Source: an optimization exercise on an open RTL-to-GDS flow (aim: small area). Production flows keep margins and buffers that such runs may drop. Only simulation tests tie the RTL to the original design; equivalence was not proved. No activity file was given, so power comes from the tool's default toggle rates.

==> inputs of delta <==
==> flow/design.v <==
module clk_gen(
    input  logic clk, rst,
    input  logic [16:0] i_baud,
    output logic o_tx_tick, o_rx_tick
);
logic b48, b14, b19, b38, b57;
assign b48 = (i_baud == 17'd4800);
assign b14 = (i_baud == 17'd14400);
assign b19 = (i_baud == 17'd19200);
assign b38 = (i_baud == 17'd38400);
assign b57 = (i_baud == 17'd57600);
logic [12:0] tx_rl;
logic [8:0] rx_rl;
always_comb begin
    if (b48) begin tx_rl = 13'd1543; rx_rl = 9'd110; end
    else if (b14) begin tx_rl = 13'd751; rx_rl = 9'd35; end
    else if (b19) begin tx_rl = 13'd2146; rx_rl = 9'd113; end
    else if (b38) begin tx_rl = 13'd3618; rx_rl = 9'd371; end
    else if (b57) begin tx_rl = 13'd4863; rx_rl = 9'd56; end
    else begin tx_rl = 13'd1711; rx_rl = 9'd98; end
end
logic [12:0] tx_s;
logic [8:0] rx_s;
logic tx_ph, rx_ph, tx_tc, rx_tc;
assign tx_tc = (tx_s == 13'd4754);
assign rx_tc = (rx_s == 9'd20);
always_ff @(posedge clk) begin
    if (rst || tx_tc) tx_s <= tx_rl;
    else              tx_s <= {tx_s[11:0], tx_s[9] ^ tx_s[12]};
    if (rst)          tx_ph <= 1'b0;
    else if (tx_tc)   tx_ph <= ~tx_ph;
end
always_ff @(posedge clk) begin
    if (rst)        rx_s <= 9'd20;
    else if (rx_tc) rx_s <= rx_rl;
    else            rx_s <= {rx_s[7:0], rx_s[1] ^ rx_s[8]};
    if (rst)        rx_ph <= 1'b0;
    else if (rx_tc) rx_ph <= ~rx_ph;
end
assign o_tx_tick = tx_tc & ~tx_ph;
assign o_rx_tick = rx_tc & ~rx_ph;
endmodule
module uart_tx(
    input  logic clk, rst, i_tx_tick, i_tx_str,
    input  logic [7:0] i_tx_data,
    input  logic [3:0] i_len,
    input  logic i_parity_ty,
    input  logic i_parity_en,
    input  logic i_stop2,
    output logic o_tx, o_tx_done, o_tx_er
);
localparam logic [3:0] IDLE = 4'b0000, START = 4'b0001, PAR = 4'b0010,
                       STOP1 = 4'b0011, STOP2 = 4'b0100, DONE = 4'b0101;
logic [3:0] st, nx;
logic [7:0] tx_reg;
logic par;
logic last;
assign last = st[2] & (st[1:0] + 2'd1 == i_len[1:0]);
always_comb begin
    nx = st;
    o_tx = 1'b1;
    if (st[3]) begin
        o_tx = tx_reg[st[2:0]];
        if (last) nx = i_parity_en ? PAR : STOP1;
        else      nx = st + 4'd1;
    end else begin
        case (st)
            IDLE:  nx = i_tx_str ? START : IDLE;
            START: begin o_tx = 1'b0; nx = 4'b1000; end
            PAR:   begin o_tx = par; nx = STOP1; end
            STOP1: nx = i_stop2 ? STOP2 : DONE;
            STOP2: nx = DONE;
            default: nx = IDLE;
        endcase
    end
end
assign o_tx_done = (st == DONE);
assign o_tx_er = 1'b0;
always_ff @(posedge clk) begin
    if (rst)            st <= IDLE;
    else if (i_tx_tick) st <= nx;
end
always_ff @(posedge clk) begin
    if (i_tx_tick) begin
        if (st == START) tx_reg <= i_tx_data;
        if (st[3]) par <= par ^ o_tx;
        else       par <= ~i_parity_ty;
    end
end
endmodule
module uart_rx(
    input  logic clk, rst, i_rx_tick, i_rx, i_rx_str,
    input  logic [3:0] i_len,
    input  logic i_parity_ty, i_parity_en,
    input  logic i_stop2,
    output logic [7:0] o_rx,
    output logic o_rx_done,
    output logic o_rx_er
);
localparam logic [3:0] IDLE = 4'b0000, START = 4'b0001, PAR = 4'b0010,
                       STOP1 = 4'b0011, STOP2 = 4'b0100, DONE = 4'b0101;
logic [3:0] st, nx;
logic [3:0] cnt;
logic [7:0] dt;
logic acc;
logic mid, fin;
assign mid = (cnt == 4'd7);
assign fin = (cnt == 4'd15);
always_comb begin
    nx = st;
    if (st[3]) begin
        if (fin) begin
            if (st[2:0] == 3'd7) nx = i_parity_en ? PAR : STOP1;
            else                 nx = st + 4'd1;
        end
    end else begin
        case (st)
            IDLE:  nx = (i_rx_str && !i_rx) ? START : IDLE;
            START: if (mid && i_rx) nx = IDLE;
                   else if (fin) nx = {2'b10, i_len[1] ^ i_len[0], i_len[0]};
            PAR:   if (fin) nx = STOP1;
            STOP1: if (fin) nx = i_stop2 ? STOP2 : DONE;
            STOP2: if (fin) nx = DONE;
            default: nx = IDLE;
        endcase
    end
end
always_ff @(posedge clk) begin
    if (rst)            st <= IDLE;
    else if (i_rx_tick) st <= nx;
end
always_ff @(posedge clk) begin
    if (i_rx_tick) begin
        if (st == IDLE) cnt <= 4'd0;
        else            cnt <= cnt + 4'd1;
    end
end
always_ff @(posedge clk) begin
    if (i_rx_tick && mid && st[3]) begin
        dt[3:0] <= dt[4:1];
        dt[4] <= (i_len[1:0] == 2'b01) ? i_rx : dt[5];
        dt[5] <= (i_len[1:0] == 2'b10) ? i_rx : dt[6];
        dt[6] <= (i_len[1:0] == 2'b11) ? i_rx : dt[7];
        dt[7] <= (i_len[1:0] == 2'b00) ? i_rx : 1'b0;
    end
end
always_ff @(posedge clk) begin
    if (i_rx_tick) begin
        if (st == IDLE) acc <= ~i_parity_ty;
        else if (mid) begin
            if (st[3])         acc <= i_parity_en & (acc ^ i_rx);
            else if (st == PAR) acc <= acc ^ i_rx;
            else if (st == STOP1 || st == STOP2) acc <= acc | ~i_rx;
        end
    end
end
assign o_rx = dt;
assign o_rx_done = (st == DONE);
assign o_rx_er = acc;
endmodule
 module uart_top(
    input  logic clk, rst,
    input  logic [7:0] i_tx_data,
    input  logic [3:0] i_len,
    input  logic [16:0] i_baud,  
    input  logic i_tx_str, i_rx_str, 
    input  logic i_parity_ty, i_parity_en, i_stop2,
    input  logic i_rx,
    output logic o_tx,
    output logic o_tx_done, o_rx_done,
    output logic o_tx_er, o_rx_er,
    output logic [7:0] o_rx 
 );
 logic tx_tick, rx_tick;
 clk_gen c_gen (clk, rst, i_baud, tx_tick, rx_tick);
 uart_tx u_tx (clk, rst, tx_tick, i_tx_str, i_tx_data, i_len, i_parity_ty, i_parity_en, i_stop2, o_tx, o_tx_done, o_tx_er);
 uart_rx u_rx (clk, rst, rx_tick, i_rx, i_rx_str, i_len, i_parity_ty, i_parity_en, i_stop2, o_rx, o_rx_done, o_rx_er);
 endmodule
==> flow/flow/run.sh <==
#!/bin/bash
# The standard layout (standard.sh) with three changes that leave the
# registers exactly as the standard synthesis makes them:
#  - ABC maps the combinational logic with an area-oriented script
#    (flow/abc_area.script) instead of ORFS's speed script,
#  - Yosys does not pre-map adders to half/full-adder cells (ADDER_MAP_FILE
#    empty), so ABC sees all of the logic,
#  - the port buffers use the smallest buffer, sky130_fd_sc_hd__buf_1.
set -euo pipefail
W=$(pwd)
rm -rf "$W/scripts_area"
cp -r "$FLOW_HOME/scripts" "$W/scripts_area"
cp "$W/flow/abc_area.script" "$W/scripts_area/abc_speed.script"
export SCRIPTS_DIR="$W/scripts_area"
export BUFFER_PORTS_ARGS="-buffer_cell sky130_fd_sc_hd__buf_1"
export CTS_ARGS="-sink_clustering_enable -repair_clock_nets -dont_use_dummy_load -sink_clustering_size 30 -sink_clustering_max_diameter 100 -buf_list sky130_fd_sc_hd__clkbuf_8"
bash standard.sh ADDER_MAP_FILE= finish > "$W/standard.log" 2>&1
==> flow/flow/abc_area.script <==
strash
fraig
dch -f
map -a
amap
strash
dch -f
map -a
amap
==> flow/standard.sh <==
#!/bin/bash
# synth_recipe.tcl (not shown) runs the flow's synth.tcl, then flattens the netlist and writes it again
# the make line also repeats each setting of config.mk as NAME=value (left out here)
make -C /OpenROAD-flow-scripts/flow DESIGN_CONFIG=/design/flow/config.mk WORK_HOME=/design/flow/orfs CLKGATE_MAP_FILE= SYNTH_SCRIPT=/design/flow/synth_recipe.tcl "${@:-finish}"
==> flow/config.mk <==
export PLATFORM = sky130hd
export DESIGN_NAME = uart_top
export DESIGN_NICKNAME = uart_top
export VERILOG_FILES = /design/flow/design.v
export SDC_FILE = /design/flow/constraint.sdc
export NUM_CORES = 4
export LEC_CHECK = 0
export CAP_MARGIN = 20
export CORE_MARGIN = 2
export CORE_UTILIZATION = 40
export GPL_TIMING_DRIVEN = 0
export SLEW_MARGIN = 20
==> flow/constraint.sdc <==
create_clock -name core_clock -period 20.0 [get_ports {clk}]
set_input_delay 4.0000 -clock core_clock [delete_from_list [all_inputs] [get_ports {clk}]]
set_output_delay 4.0000 -clock core_clock [all_outputs]
set_load 0.01 [all_outputs]
==> inputs of raven, as changes to delta <==
==> flow/design.v, changed modules only <==
module clk_gen(
    input  logic clk, rst,
    input  logic [16:0] i_baud,
    output logic o_tx_tick, o_rx_tick
);
logic b48, b14, b19, b38, b57;
assign b48 = (i_baud == 17'd4800);
assign b14 = (i_baud == 17'd14400);
assign b19 = (i_baud == 17'd19200);
assign b38 = (i_baud == 17'd38400);
assign b57 = (i_baud == 17'd57600);
logic [12:0] tx_rl;
logic [8:0]  rx_rl;
always_comb begin
    if (b48)      begin tx_rl = 13'd5209; rx_rl = 9'd325; end
    else if (b14) begin tx_rl = 13'd1737; rx_rl = 9'd108; end
    else if (b19) begin tx_rl = 13'd1303; rx_rl = 9'd81;  end
    else if (b38) begin tx_rl = 13'd652;  rx_rl = 9'd40;  end
    else if (b57) begin tx_rl = 13'd435;  rx_rl = 9'd27;  end
    else          begin tx_rl = 13'd2605; rx_rl = 9'd162; end
end
logic [12:0] tx_cnt;
logic [8:0]  rx_cnt;
logic tx_ph, rx_ph;
logic tx_tc, rx_tc;
assign tx_tc = (tx_cnt == 13'd0);
assign rx_tc = (rx_cnt == 9'd0);
always_ff @(posedge clk) begin
    if (rst || tx_tc) tx_cnt <= tx_rl;
    else              tx_cnt <= tx_cnt - 13'd1;
    if (rst)          tx_ph <= 1'b0;
    else if (tx_tc)   tx_ph <= ~tx_ph;
end
always_ff @(posedge clk) begin
    if (rst)        rx_cnt <= 9'd0;
    else if (rx_tc) rx_cnt <= rx_rl;
    else            rx_cnt <= rx_cnt - 9'd1;
    if (rst)        rx_ph <= 1'b0;
    else if (rx_tc) rx_ph <= ~rx_ph;
end
assign o_tx_tick = tx_tc & ~tx_ph;
assign o_rx_tick = rx_tc & ~rx_ph;
endmodule
==> flow/run.sh (new file) <==
#!/bin/bash
# synth_recipe.tcl (not shown) runs the flow's synth.tcl, then flattens the netlist and writes it again
# the make line also repeats each setting of config.mk as NAME=value (left out here)
make -C /OpenROAD-flow-scripts/flow DESIGN_CONFIG=/design/flow/config.mk WORK_HOME=/design/flow/orfs CLKGATE_MAP_FILE= SYNTH_SCRIPT=/design/flow/synth_recipe.tcl finish
--- a/flow/config.mk
+++ b/flow/config.mk
@@ -10,3 +10,2 @@
 export CORE_UTILIZATION = 40
-export GPL_TIMING_DRIVEN = 0
 export SLEW_MARGIN = 20
removed: flow/flow/run.sh
removed: flow/flow/abc_area.script
removed: flow/standard.sh
==> summary.txt <==
Worst setup path
The endpoint identified for the worst register-to-register timing path is u_tx.tx_reg[1].

Die
The floorplan core area is 0.00733 mm2.

Synthesis
Of the post-synthesis cell area, the dominant cell type holds 0.217. Synthesis produced 317 cells.

Finish
In the layout the commonest cells are sky130_fd_sc_hd__clkdlybuf4s50_1, sky130_fd_sc_hd__dfxtp_1, sky130_fd_sc_hd__nor2_1.

GRT
The maximum number of pins on one net before global-route repair is 22.

Drt
Wire segments on met3 add up to 228 um in the final route. In this run, the number of DRC markers left after iteration 0 of detailed routing was 96.

Run status
The run finished with no timing, DRC or antenna violations.

Timing
The tightest hold path in the finished design has a slack of 0.458 ns.
That was raven.
==> summary.txt <==
Synthesis
The area fraction of the dominant cell type after synthesis is 0.270. The synthesized-area fraction occupied by xor and xnor cells is 0. Counting every instance in the synthesized netlist gives 280. The complex-gate fraction of the synthesized area is 0.167.

Finish
The library cells used most frequently in the layout, excluding fill and tap cells, are sky130_fd_sc_hd__nor2_1, sky130_fd_sc_hd__buf_1, sky130_fd_sc_hd__clkinv_1.

Run status
The run finished with no timing, DRC or antenna violations.

Power
The power density normalized to cell area is 70.3 mW/mm2.

Drt
Summed over all nets, wire length on met3 after detailed routing comes to 215 um.

Place
The area after detailed placement is 0.00274 mm2.

GRT
Entering global routing, the biggest net connects 17 pins.
That was delta.

what the ideal ports hide:
How much do the figures lean on ideal ports? The routed layouts below were timed once more, with nothing changed but the port constraints.
Step 1: set_driving_cell puts a clkbuf_16 on clk and a buf_2 on each other input, an assumption about the parent block.
Step 2 also shifts input and output timing later by t, the mid clock arrival at the registers, as if the neighbouring blocks saw the same clock.
Slacks: ideal / step 1 / step 2; pairs: ideal / step 1.
run	t (ns)	slack for setup (ns)	slew at the worst register clock pin (ns)
delta	0.320	13.956 / 13.962 / 13.642	0.09 / 0.09
raven	0.328	13.763 / 13.733 / 14.008	0.10 / 0.10
After both steps every run listed still meets setup and hold. The setup slack of delta, which loses most, moves by +0.006 ns with the drivers and by -0.314 ns with both steps.
